From an optimization exercise on the open Yosys and OpenROAD flow, aimed at small area; shortcuts taken in it are not production practice.
The RTL was checked by simulation tests, not by an equivalence proof against the original design.
No driver is modelled on the clock port, so clock power and skew are understated where the tree is cut down; a real chip needs a root buffer or a tree.
Power figures rest on the tool's default switching activity, not on a simulated workload.

job 2762:
==> flow/design.v <==
module recursive_ma_fir(
	input logic clk, input logic reset_n,
	input  logic signed [15:0] d,
	output logic signed [15:0] q_8tap,
	output logic signed [15:0] q_rma
	);
	localparam int SK = 14;
	localparam int YK = 12;
	logic [15:0] del [6:0];
	logic [15:0] nb7;    
	integer i;
	logic [2:0] st, st_n;
	always_comb
		case (st)
			3'b000:  st_n = 3'b111;
			3'b111:  st_n = 3'b001;
			3'b001:  st_n = 3'b101;
			3'b101:  st_n = 3'b100;
			3'b100:  st_n = 3'b110;
			3'b110:  st_n = 3'b010;
			3'b010:  st_n = 3'b011;
			default: st_n = 3'b011;
		endcase
	always_ff@(posedge clk)
		if (reset_n == 1'b0)
			st <= 3'd0;
		else
			st <= st_n;
	logic m;
	assign m = reset_n & (st == 3'b011);
	logic [15:0] n6;     
	logic [15:0] nb6;    
	assign n6  = ~({16{m}} & del[6]);
	assign nb6 = {~n6[15], n6[14:0]};
	always_ff@(posedge clk) begin
		del[0] <= d;
		for (i = 1; i <= 6; i = i+1)
			del[i] <= del[i-1];
		nb7 <= nb6;
	end
	genvar g;
	logic [SK-1:0]  s_lo;      
	logic [18:SK]   s_hi;      
	logic           s_c;       
	logic [18:0]    s;         
	logic [19:SK] ic;
	assign ic[SK] = s_c;
	generate for (g = SK; g < 18; g = g + 1) begin : s_inc
		rma_ha u (.a(s_hi[g]), .b(ic[g]), .s(s[g]), .co(ic[g+1]));
	end endgenerate
	assign s[18] = s_hi[18] ^ ic[18];
	assign s[SK-1:0] = s_lo;
	logic [15:0] db, nb;
	assign db = {~d[15], d[14:0]};
	assign nb = nb7;
	logic [15:0] ss, sk;
	generate for (g = 0; g < 16; g = g + 1) begin : s_csa
		rma_fa u (.a(s[g]), .b(db[g]), .c(nb[g]), .s(ss[g]), .co(sk[g]));
	end endgenerate
	logic [SK:0]   lc;
	logic [SK-1:0] lo_n;
	assign lo_n[0] = ~ss[0];
	assign lc[1]   = ss[0];
	generate for (g = 1; g < SK; g = g + 1) begin : s_lo_cpa
		rma_fa u (.a(ss[g]), .b(sk[g-1]), .c(lc[g]), .s(lo_n[g]), .co(lc[g+1]));
	end endgenerate
	logic [16:SK]  hc;
	logic [18:SK]  hi_n;
	rma_ha h0 (.a(ss[SK]), .b(sk[SK-1]), .s(hi_n[SK]), .co(hc[SK+1]));
	generate for (g = SK + 1; g < 16; g = g + 1) begin : s_hi_cpa
		rma_fa u (.a(ss[g]), .b(sk[g-1]), .c(hc[g]), .s(hi_n[g]), .co(hc[g+1]));
	end endgenerate
	assign hi_n[18:16] = s[18:16] + {2'b00, sk[15]} + {2'b00, hc[16]} + 3'b111;
	always_ff@(posedge clk)
		if (reset_n == 1'b0) begin
			s_lo <= '0;
			s_hi <= '0;
			s_c  <= 1'b0;
		end else begin
			s_lo <= lo_n;
			s_hi <= hi_n;
			s_c  <= lc[SK];
		end
	assign q_8tap = s[18:3];
	logic [YK-1:0] y_lo;      
	logic [15:YK]  y_hi;      
	logic          y_c;       
	logic [15:0]   y;         
	logic [16:YK] jc;
	assign jc[YK] = y_c;
	generate for (g = YK; g < 15; g = g + 1) begin : y_inc
		rma_ha u (.a(y_hi[g]), .b(jc[g]), .s(y[g]), .co(jc[g+1]));
	end endgenerate
	assign y[15] = y_hi[15] ^ jc[15];
	assign y[YK-1:0] = y_lo;
	logic c1, c2, c3;
	assign c1 = d[0] | n6[0];
	assign c2 = (d[1] & n6[1]) | (d[1] & c1) | (n6[1] & c1);
	assign c3 = (d[2] & n6[2]) | (d[2] & c2) | (n6[2] & c2);
	logic [12:0] ya, yb, ys, yk;
	assign ya = {~d[15], d[14:3]};
	assign yb = nb6[15:3];
	generate for (g = 0; g < 13; g = g + 1) begin : y_csa
		rma_fa u (.a(y[g]), .b(ya[g]), .c(yb[g]), .s(ys[g]), .co(yk[g]));
	end endgenerate
	logic [YK:1]   yc;
	logic [YK-1:0] ylo_n;
	rma_ha y0 (.a(ys[0]), .b(c3), .s(ylo_n[0]), .co(yc[1]));
	generate for (g = 1; g < YK; g = g + 1) begin : y_lo_cpa
		rma_fa u (.a(ys[g]), .b(yk[g-1]), .c(yc[g]), .s(ylo_n[g]), .co(yc[g+1]));
	end endgenerate
	logic [13:YK]  yh;
	logic [15:YK]  yhi_n;
	rma_ha y1 (.a(ys[YK]), .b(yk[YK-1]), .s(yhi_n[YK]), .co(yh[YK+1]));
	generate for (g = YK + 1; g < 13; g = g + 1) begin : y_hi_cpa
		rma_fa u (.a(ys[g]), .b(yk[g-1]), .c(yh[g]), .s(yhi_n[g]), .co(yh[g+1]));
	end endgenerate
	assign yhi_n[15:13] = y[15:13] + {2'b00, yk[12]} + {2'b00, yh[13]} + 3'b111;
	always_ff@(posedge clk)
		if (reset_n == 1'b0) begin
			y_lo <= '0;
			y_hi <= '0;
			y_c  <= 1'b0;
		end else begin
			y_lo <= ylo_n;
			y_hi <= yhi_n;
			y_c  <= yc[YK];
		end
	assign q_rma = y;
endmodule
module rma_fa(input logic a, input logic b, input logic c, output logic s, output logic co);
	assign s  = a ^ b ^ c;
	assign co = (a & b) | (a & c) | (b & c);
endmodule
module rma_ha(input logic a, input logic b, output logic s, output logic co);
	assign s  = a ^ b;
	assign co = a & b;
endmodule
clock: 7.0 ns
lec_check: 0
cap_margin: 20
core_margin: 2
core_utilization: 65
place_density: 0.75
slew_margin: 20
synth_hierarchical: 1
synth_minimum_keep_size: 0
standard.sh (not shown) runs the stock make flow with config.mk's settings and CLKGATE_MAP_FILE= SYNTH_SCRIPT=/design/flow/synth_recipe.tcl, a recipe that flattens the netlist after the stock synthesis.
==> flow/flow/run.sh <==
#!/bin/bash
# The standard layout (standard.sh, with the standard synthesis unchanged)
# with three changes:
# * the port buffers are buf_1 instead of the flow's default delay buffer;
# * clock tree synthesis inserts no dummy loads and builds with clkbuf_8;
# * after CTS, flow/clock_trim.tcl merges and downsizes leaf clock buffers
#   while every flip-flop clock pin keeps its slew well under the limit.
# The full make output goes to flow.log in the work folder; ORFS keeps each
# step's own log under orfs/logs.
set -euo pipefail
here=$(pwd)
bash standard.sh \
  "BUFFER_PORTS_ARGS=-buffer_cell sky130_fd_sc_hd__buf_1" \
  "CTS_ARGS=-sink_clustering_enable -repair_clock_nets -dont_use_dummy_load -buf_list sky130_fd_sc_hd__clkbuf_8" \
  "POST_CTS_TCL=$here/flow/clock_trim.tcl" \
  finish > flow.log 2>&1
==> flow/flow/clock_trim.tcl <==
set block [ord::get_db_block]
set max_sinks 24
set slew_limit 0.118
if {[info exists ::env(CLK_MERGE_MAX_SINKS)]} { set max_sinks $::env(CLK_MERGE_MAX_SINKS) }
if {[info exists ::env(CLK_SLEW_LIMIT)]} { set slew_limit $::env(CLK_SLEW_LIMIT) }

proc leaf_sinks {inst} {
  set out {}
  foreach it [[[$inst findITerm X] getNet] getITerms] {
    if {[$it isInputSignal]} { lappend out $it }
  }
  return $out
}
proc sink_centre {sinks} {
  set x 0; set y 0
  foreach it $sinks {
    set b [[$it getInst] getBBox]
    set x [expr {$x + ([$b xMin] + [$b xMax]) / 2}]
    set y [expr {$y + ([$b yMin] + [$b yMax]) / 2}]
  }
  set n [llength $sinks]
  return [list [expr {$x / $n}] [expr {$y / $n}]]
}
proc worst_sink_slew {inst} {
  set w 0
  foreach it [leaf_sinks $inst] {
    set s [get_property [get_pins [[$it getInst] getName]/[[$it getMTerm] getName]] slew_max]
    if {$s > $w} { set w $s }
  }
  return $w
}
proc move_to_centre {inst} {
  lassign [sink_centre [leaf_sinks $inst]] cx cy
  $inst setLocation [expr {int($cx)}] [expr {int($cy)}]
  $inst setPlacementStatus PLACED
}

# leaf buffers: clock buffers that drive flip-flop clock pins
set leaves {}
foreach inst [$block getInsts] {
  if {![string match sky130_fd_sc_hd__clkbuf_* [[$inst getMaster] getName]]} { continue }
  set ff 0
  foreach it [leaf_sinks $inst] { if {[[$it getMTerm] getName] eq "CLK"} { set ff 1 } }
  if {$ff} { lappend leaves $inst }
}
puts "clock trim: [llength $leaves] leaf buffers"
estimate_parasitics -placement

proc current_leaves {block} {
  set out {}
  foreach inst [$block getInsts] {
    if {![string match sky130_fd_sc_hd__clkbuf_* [[$inst getMaster] getName]]} { continue }
    set ff 0
    foreach it [leaf_sinks $inst] { if {[[$it getMTerm] getName] eq "CLK"} { set ff 1 } }
    if {$ff} { lappend out $inst }
  }
  return $out
}

# merge rounds: in each round, candidate pairs are tried nearest first
set merged_any 1
while {$merged_any} {
  set merged_any 0
  set leaves [current_leaves $block]
  # candidate pairs, nearest first
  set pairs {}
  foreach a $leaves {
    lassign [sink_centre [leaf_sinks $a]] ax ay
    foreach b $leaves {
      if {[$a getId] >= [$b getId]} { continue }
      lassign [sink_centre [leaf_sinks $b]] bx by
      lappend pairs [list [expr {abs($ax - $bx) + abs($ay - $by)}] $a $b]
    }
  }
  set pairs [lsort -real -index 0 $pairs]
  set used {}
  foreach p $pairs {
    lassign $p dd a b
    if {[lsearch -exact $used $a] >= 0 || [lsearch -exact $used $b] >= 0} { continue }
    set sa [leaf_sinks $a]
    set sb [leaf_sinks $b]
    if {[llength $sa] + [llength $sb] > $max_sinks} { continue }
    set anet [[$a findITerm X] getNet]
    set bnet [[$b findITerm X] getNet]
    set aloc [$a getLocation]
    foreach it $sb { $it disconnect; $it connect $anet }
    move_to_centre $a
    estimate_parasitics -placement
    set w [worst_sink_slew $a]
    if {$w > $slew_limit} {
      foreach it $sb { $it disconnect; $it connect $bnet }
      $a setLocation [lindex $aloc 0] [lindex $aloc 1]
      estimate_parasitics -placement
      continue
    }
    lappend used $a $b
    set merged_any 1
    set bname [$b getName]
    [$b findITerm A] disconnect
    [$b findITerm X] disconnect
    odb::dbInst_destroy $b
    odb::dbNet_destroy $bnet
    puts "clock trim: merged $bname into [$a getName] ([llength [leaf_sinks $a]] sinks, slew $w)"
  }

}
detailed_placement
estimate_parasitics -placement

foreach inst [$block getInsts] {
  if {![string match sky130_fd_sc_hd__clkbuf_* [[$inst getMaster] getName]]} { continue }
  set ff 0
  foreach it [leaf_sinks $inst] { if {[[$it getMTerm] getName] eq "CLK"} { set ff 1 } }
  if {!$ff} { continue }
  set keep [[$inst getMaster] getName]
  foreach cand {sky130_fd_sc_hd__clkbuf_4 sky130_fd_sc_hd__clkbuf_2} {
    replace_cell [$inst getName] $cand
    estimate_parasitics -placement
    if {[worst_sink_slew $inst] <= $slew_limit} { set keep $cand } else { break }
  }
  replace_cell [$inst getName] $keep
  estimate_parasitics -placement
  puts "clock trim: [$inst getName] $keep [llength [leaf_sinks $inst]] sinks, worst slew [worst_sink_slew $inst]"
}
detailed_placement
estimate_parasitics -placement
Job 2762 ended with every stage complete and zero timing, DRC or antenna violations.
Setup changes, job 2762 to job 8896
- swapping 0.75 for 0.65 in PLACE_DENSITY
- swapping 65 for 55 in CORE_UTILIZATION
--- a/flow/flow/clock_trim.tcl
+++ b/flow/flow/clock_trim.tcl
@@ -3 +3 @@
-set slew_limit 0.118
+set slew_limit 0.115
==> comparison <==
The post-detailed-route wirelength per cell in job 2762 is 1.06 times that in job 8896.
Compared with job 2762, in job 8896 clock group share of total power higher, cell area reported after detailed placement higher.
For cell area power density, job 8896 and job 2762 come out practically identical.
Post-route minimum period | job 8896 above job 2762
Looking at final worst slack, job 8896 sits 0.058 ns below job 2762.
Post-route fraction of the period consumed by the critical path, job 2762 and job 8896, higher one = job 8896.
### job 8896 -> job 1296
- changing CORE_UTILIZATION from 55 to 65
- setting GPL_TIMING_DRIVEN to 0 for the first time
- changing PLACE_DENSITY from 0.65 to 0.75
[summary]
Re relative area of non-clock buffer cells in the final design: job 8896 was lower than job 1296.
Job 1296 ends up with a power that is about 3.3% higher than in job 8896.
Between job 1296 and job 8896, the difference in final-layout worst hold slack is negligible.
Static leakage delta for job 1296 relative to job 8896: about 3.4% higher
On job 1296: global-route usage over all layers is 4.0 points higher than what job 8896 gave.
Count of clock-buffer cells in the layout in job 1296 is 1 below job 8896.
Diff job 1296 and job 8896: effective utilization at floorplan higher in job 1296
The following lists how job 9461 was set up differently from job 1296:
- a deleted GPL_TIMING_DRIVEN that had been 0
- a change of CAP_MARGIN from 20 to 10
- a change of SLEW_MARGIN from 20 to 10
[summary]
Compared with job 1296, job 9461 shows a lower net switching power. Sort job 1296 and job 9461 by per-cell via count in the routed design, descending, and job 1296 comes first. Job 9461 falls short of job 1296 in violation count after the first detailed-route iteration. Summary — final weighted congestion of routability-driven global placement, job 9461 relative to job 1296: lower, by about 1.7%. Total wirelength of the detailed-routed design improves in job 9461 relative to job 1296. [compare] base=job 1296 new=job 9461: non-clock buffer count now sits lower, worst setup slack now sits higher, power share of the combinational group now sits lower, combinational power now sits lower, part of the cycle the worst path needs now sits lower. Looking only at actual transition at the worst max-transition pin, and setting everything else aside, the higher value of job 1296 and job 9461 goes to job 1296.

* * *

== exp/ember ==
Starts from the design.v that is shown in full above.
==> flow/config.mk <==
export PLATFORM = sky130hd
export DESIGN_NAME = recursive_ma_fir
export DESIGN_NICKNAME = recursive_ma_fir
export VERILOG_FILES = /design/flow/design.v
export SDC_FILE = /design/flow/constraint.sdc
export NUM_CORES = 4
export LEC_CHECK = 0
export CAP_MARGIN = 20
export CORE_MARGIN = 2
export CORE_UTILIZATION = 65
export PLACE_DENSITY = 0.75
export SLEW_MARGIN = 20
export SYNTH_HIERARCHICAL = 1
export SYNTH_MINIMUM_KEEP_SIZE = 0
==> flow/constraint.sdc <==
create_clock -name core_clock -period 7.0 [get_ports {clk}]
set_input_delay 1.4000 -clock core_clock [delete_from_list [all_inputs] [get_ports {clk}]]
set_output_delay 1.4000 -clock core_clock [all_outputs]
set_load 0.01 [all_outputs]
Scripts as last shown in full above: flow/flow/run.sh
Other scripts of this flow, unchanged in this note and not shown: flow/flow/clock_trim.tcl
## Diff of input files: exp/lagoon against exp/ember
--- a/flow/config.mk
+++ b/flow/config.mk
@@ -14 +14,2 @@
 export SYNTH_MINIMUM_KEEP_SIZE = 0
+export TNS_END_PERCENT = 0
Results
Re clock network area share: no difference whatsoever between exp/ember and exp/lagoon.
Per the comparison of exp/lagoon with exp/ember, wire length shows no meaningful change, post-synthesis net count shows no meaningful change, fraction of the core area covered by cells at the end of the flow shows no meaningful change.
Comparing exp/lagoon against exp/ember, there is no change at all in cell count.
exp/lagoon -> exp/ember: number of sinks handled by clock tree synthesis delta 0, exact match
Compared with exp/ember, in exp/lagoon met3 usage in global routing held, combined area of the multi-input logic cells held steady.
Reported for exp/lagoon and exp/ember, final period demand of the worst path turned out identical to the last digit.
Edits applied to the flow inputs when going from exp/lagoon to exp/xenon:
--- a/flow/flow/run.sh
+++ b/flow/flow/run.sh
@@ -15,2 +15,3 @@
   "POST_CTS_TCL=$here/flow/clock_trim.tcl" \
+  "GPL_KEEP_OVERFLOW=0" \
   finish > flow.log 2>&1
--- a/flow/config.mk
+++ b/flow/config.mk
@@ -14,2 +14 @@
 export SYNTH_MINIMUM_KEEP_SIZE = 0
-export TNS_END_PERCENT = 0
==> summary.txt <==
- In exp/xenon relative to exp/lagoon, cell count had gone down slightly.
- exp/xenon ended up with a higher clock power than exp/lagoon did.
- Diff exp/lagoon -> exp/xenon: data arrival time of the critical path +0.05 ns, met2 capacity usage during global routing went up 1.6 points, setup slack moved down, total power draw climbed about 0.8%.

* * *

## v43
recursive_ma_fir, a different RTL version from the one above (not shown whole).
Size: ~350 cells after synthesis, about 170 flip-flops, ~50 I/O pins, about 5300 sq um of cells after synthesis.
Design recursive_ma_fir, start of the top module:
module recursive_ma_fir(
	input logic clk, input logic reset_n,
	input  logic signed [15:0] d,
	output logic signed [15:0] q_8tap,
	output logic signed [15:0] q_rma
	);
	localparam int SK = 14;
	localparam int YK = 11;
	logic [15:0] del [6:0];
	logic [15:0] n7;     
	integer i;
	logic [2:0] cnt;
	always_ff@(posedge clk)
		if (reset_n == 1'b0)
			cnt <= 3'd0;
		else if (cnt != 3'd7)
			cnt <= cnt + 3'd1;
	logic m;
	assign m = reset_n & (cnt == 3'd7);
	logic [15:0] n6;     
	assign n6 = ~({16{m}} & del[6]);
	always_ff@(posedge clk) begin
		del[0] <= d;
		for (i = 1; i <= 6; i = i+1)
			del[i] <= del[i-1];
		n7 <= n6;
	end
	genvar g;
	logic [SK-1:0]  s_lo;      
	logic [18:SK]   s_hi;      
	logic           s_c;       
	logic [18:0]    s;         
	logic [19:SK] ic;
	assign ic[SK] = s_c;
	generate for (g = SK; g < 18; g = g + 1) begin : s_inc
		rma_ha u (.a(s_hi[g]), .b(ic[g]), .s(s[g]), .co(ic[g+1]));
	end endgenerate
	assign s[18] = s_hi[18] ^ ic[18];
	assign s[SK-1:0] = s_lo;
	logic [15:0] db, nb;
	assign db = {~d[15], d[14:0]};
	assign nb = {~n7[15], n7[14:0]};
	logic [15:0] ss, sk;
	generate for (g = 0; g < 16; g = g + 1) begin : s_csa
		rma_fa u (.a(s[g]), .b(db[g]), .c(nb[g]), .s(ss[g]), .co(sk[g]));
	end endgenerate
	logic [SK:0]   lc;
	logic [SK-1:0] lo_n;
	assign lo_n[0] = ~ss[0];
	assign lc[1]   = ss[0];
	generate for (g = 1; g < SK; g = g + 1) begin : s_lo_cpa
		rma_fa u (.a(ss[g]), .b(sk[g-1]), .c(lc[g]), .s(lo_n[g]), .co(lc[g+1]));
	end endgenerate
	logic [16:SK]  hc;
	logic [18:SK]  hi_n;
	rma_ha h0 (.a(ss[SK]), .b(sk[SK-1]), .s(hi_n[SK]), .co(hc[SK+1]));
	generate for (g = SK + 1; g < 16; g = g + 1) begin : s_hi_cpa
		rma_fa u (.a(ss[g]), .b(sk[g-1]), .c(hc[g]), .s(hi_n[g]), .co(hc[g+1]));
	end endgenerate
	assign hi_n[18:16] = s[18:16] + {2'b00, sk[15]} + {2'b00, hc[16]} + 3'b111;
	always_ff@(posedge clk)
		if (reset_n == 1'b0) begin
			s_lo <= '0;
  ...
Settings: LEC_CHECK=0, CAP_MARGIN=20, CORE_MARGIN=2, CORE_UTILIZATION=65, PLACE_DENSITY=0.75, SLEW_MARGIN=20, SYNTH_HIERARCHICAL=1, SYNTH_MINIMUM_KEEP_SIZE=0; clock period 7.0 ns.
==> flow/flow/run.sh <==
#!/bin/bash
# The standard layout (standard.sh, standard synthesis unchanged) with
# two changes: the port buffers are buf_1 instead of the flow's default
# delay buffer, and clock tree synthesis inserts no dummy loads and uses a
# smaller clock buffer. The full make output goes to flow.log here.
set -euo pipefail
bash standard.sh \
  "BUFFER_PORTS_ARGS=-buffer_cell sky130_fd_sc_hd__buf_1" \
  "CTS_ARGS=-sink_clustering_enable -repair_clock_nets -dont_use_dummy_load -buf_list sky130_fd_sc_hd__clkbuf_8 -sink_clustering_size 40 -sink_clustering_max_diameter 150" \
  finish > flow.log 2>&1
For v54, these inputs were changed with respect to v43:
# v43
export LEC_CHECK = 0
export CAP_MARGIN = 20
export CORE_MARGIN = 2
export CORE_UTILIZATION = 65
export PLACE_DENSITY = 0.75
export SLEW_MARGIN = 20
export SYNTH_HIERARCHICAL = 1
export SYNTH_MINIMUM_KEEP_SIZE = 0
create_clock -name core_clock -period 7.0 [get_ports {clk}]
# v54
export LEC_CHECK = 0
export CAP_MARGIN = 20
export CORE_MARGIN = 2
export CORE_UTILIZATION = 40
export SLEW_MARGIN = 20
export SYNTH_HIERARCHICAL = 1
export SYNTH_MINIMUM_KEEP_SIZE = 0
create_clock -name core_clock -period 7.0 [get_ports {clk}]
diff --git a/flow/flow/run.sh b/flow/flow/run.sh
--- a/flow/flow/run.sh
+++ b/flow/flow/run.sh
@@ -8,3 +8,3 @@
   "BUFFER_PORTS_ARGS=-buffer_cell sky130_fd_sc_hd__buf_1" \
-  "CTS_ARGS=-sink_clustering_enable -repair_clock_nets -dont_use_dummy_load -buf_list sky130_fd_sc_hd__clkbuf_8 -sink_clustering_size 40 -sink_clustering_max_diameter 150" \
+  "CTS_ARGS=-sink_clustering_enable -repair_clock_nets -dont_use_dummy_load -buf_list sky130_fd_sc_hd__clkbuf_8" \
   finish > flow.log 2>&1
## What came out
- Overall power after layout grows slightly when moving from v43 to v54.
- Re final design instance area without fill: v54 is 99 sq um up on v43.
- What v54 reported for number of fillers in the final layout has to be multiplied by 0.48 to get the figure for v43.
- Min die area across v54 and v43: v43
- v54 ends up with a power in the clock group that is about 2% higher than in v43.
- Compared with v43, in v54 iteration count of the initial detailed-routing pass picked up an extra 1; wire length reported by the detailed router picked up an extra about 6.4%; average wire per cell in the routed design lost 7.0%.
The inputs of v23 differ from those of v54 as listed below.
# v54
export LEC_CHECK = 0
export CAP_MARGIN = 20
export CORE_MARGIN = 2
export CORE_UTILIZATION = 40
export SLEW_MARGIN = 20
export SYNTH_HIERARCHICAL = 1
export SYNTH_MINIMUM_KEEP_SIZE = 0
create_clock -name core_clock -period 7.0 [get_ports {clk}]
# v23
export LEC_CHECK = 0
export CAP_MARGIN = 20
export CORE_MARGIN = 2
export CORE_UTILIZATION = 65
export PLACE_DENSITY = 0.75
export SLEW_MARGIN = 20
export SYNTH_HIERARCHICAL = 1
export SYNTH_MINIMUM_KEEP_SIZE = 0
create_clock -name core_clock -period 7.0 [get_ports {clk}]
diff --git a/flow/flow/run.sh b/flow/flow/run.sh
--- a/flow/flow/run.sh
+++ b/flow/flow/run.sh
@@ -8,3 +8,3 @@
   "BUFFER_PORTS_ARGS=-buffer_cell sky130_fd_sc_hd__buf_1" \
-  "CTS_ARGS=-sink_clustering_enable -repair_clock_nets -dont_use_dummy_load -buf_list sky130_fd_sc_hd__clkbuf_8" \
+  "CTS_ARGS=-sink_clustering_enable -repair_clock_nets -dont_use_dummy_load -buf_list sky130_fd_sc_hd__clkbuf_8 -sink_clustering_levels 1 -sink_clustering_size 30 -sink_clustering_max_diameter 300" \
   finish > flow.log 2>&1
==> summary.txt <==
Worst reg-to-reg setup slack: v54 vs v23, no meaningful difference. Relative to v54, share of total power in sequential cells has gone up in v23. In terms of buffer share of cell area, v23 and v54 differ only marginally.
The inputs of v21 differ from those of v23 as listed below.
# v23
export LEC_CHECK = 0
export CAP_MARGIN = 20
export CORE_MARGIN = 2
export CORE_UTILIZATION = 65
export PLACE_DENSITY = 0.75
export SLEW_MARGIN = 20
export SYNTH_HIERARCHICAL = 1
export SYNTH_MINIMUM_KEEP_SIZE = 0
create_clock -name core_clock -period 7.0 [get_ports {clk}]
# v21
export LEC_CHECK = 0
export CAP_MARGIN = 20
export CORE_MARGIN = 2
export CORE_UTILIZATION = 40
export SLEW_MARGIN = 20
export SYNTH_HIERARCHICAL = 1
export SYNTH_MINIMUM_KEEP_SIZE = 0
create_clock -name core_clock -period 7.0 [get_ports {clk}]
==> flow/run.sh (new file) <==
#!/bin/bash
# synth_recipe.tcl (not shown) runs the flow's synth.tcl, then flattens the netlist and writes it again
# the make line also repeats each setting of config.mk as NAME=value (left out here)
make -C /OpenROAD-flow-scripts/flow DESIGN_CONFIG=/design/flow/config.mk WORK_HOME=/design/flow/orfs CLKGATE_MAP_FILE= SYNTH_SCRIPT=/design/flow/synth_recipe.tcl finish
removed: flow/flow/run.sh
removed: flow/standard.sh
==> summary.txt <==
v21 finished all stages; the layout is clean.
Going from v23 to v21, number of buffers added for setup after CTS now sits at about the same level; weighted congestion reported at the end of routability-driven placement rose about 0.35%; pin slew with the least headroom to its limit shows an increase of 0.022 ns.
v23 leaves more setup margin than v21.
On clock tree skew after final layout, v21 does better than v23.
In the reports for v21 and v23, the larger area of the die belongs to v21.
The final reports for v21 and v23 show sequential share of layout area lower in the former.
| post-route total power | higher: v21 |

## static timing again, ports no longer ideal
In the flow no input, the clock included, has a driving cell. The finished layouts below were timed again as built, in two steps. Step 1 (the two cells are an assumption about what drives the block):
set clk [get_ports {clk}]
set_driving_cell -lib_cell sky130_fd_sc_hd__clkbuf_16 $clk
set_driving_cell -lib_cell sky130_fd_sc_hd__buf_2 [delete_from_list [all_inputs] $clk]
Step 2 adds t to the input delays and takes it off the output delays; t is the mean of the earliest and latest rising clock arrival at the registers after step 1. Input paths then give back, and output paths get back, about the clock's delay inside the block. Slacks: ideal ports / drivers / drivers and shift; pairs: ideal ports / drivers.
| run | t, ns | slack for setup (ns) | worst register clock-pin slew, ns | pins driven straight from the clock port |
|---|---|---|---|---|
| job 2762 | 0.416 | 0.205 / 0.215 / -0.202 | 0.12 / 0.12 | 1 |
| job 8896 | 0.422 | 0.147 / 0.156 / -0.266 | 0.11 / 0.11 | 1 |
| job 1296 | 0.414 | 0.124 / 0.129 / -0.285 | 0.11 / 0.11 | 1 |
| job 9461 | 0.413 | 0.200 / 0.210 / -0.203 | 0.11 / 0.11 | 1 |
| exp/ember | 0.413 | 0.200 / 0.210 / -0.203 | 0.11 / 0.11 | 1 |
| exp/lagoon | 0.413 | 0.200 / 0.210 / -0.203 | 0.11 / 0.11 | 1 |
| exp/xenon | 0.409 | 0.162 / 0.172 / -0.237 | 0.11 / 0.11 | 1 |
| v43 | 0.439 | 0.181 / 0.188 / -0.250 | 0.09 / 0.09 | 1 |
| v54 | 0.458 | 0.177 / 0.191 / -0.267 | 0.08 / 0.08 | 1 |
| v23 | 0.439 | 0.181 / 0.188 / -0.250 | 0.09 / 0.09 | 1 |
| v21 | 0.456 | 0.137 / 0.153 / -0.303 | 0.07 / 0.07 | 1 |
Met with ideal ports but missed after step 2: setup timing in every run listed. For v54, which loses most, drivers alone change the setup slack by +0.014 ns; drivers and shift together by -0.444 ns.
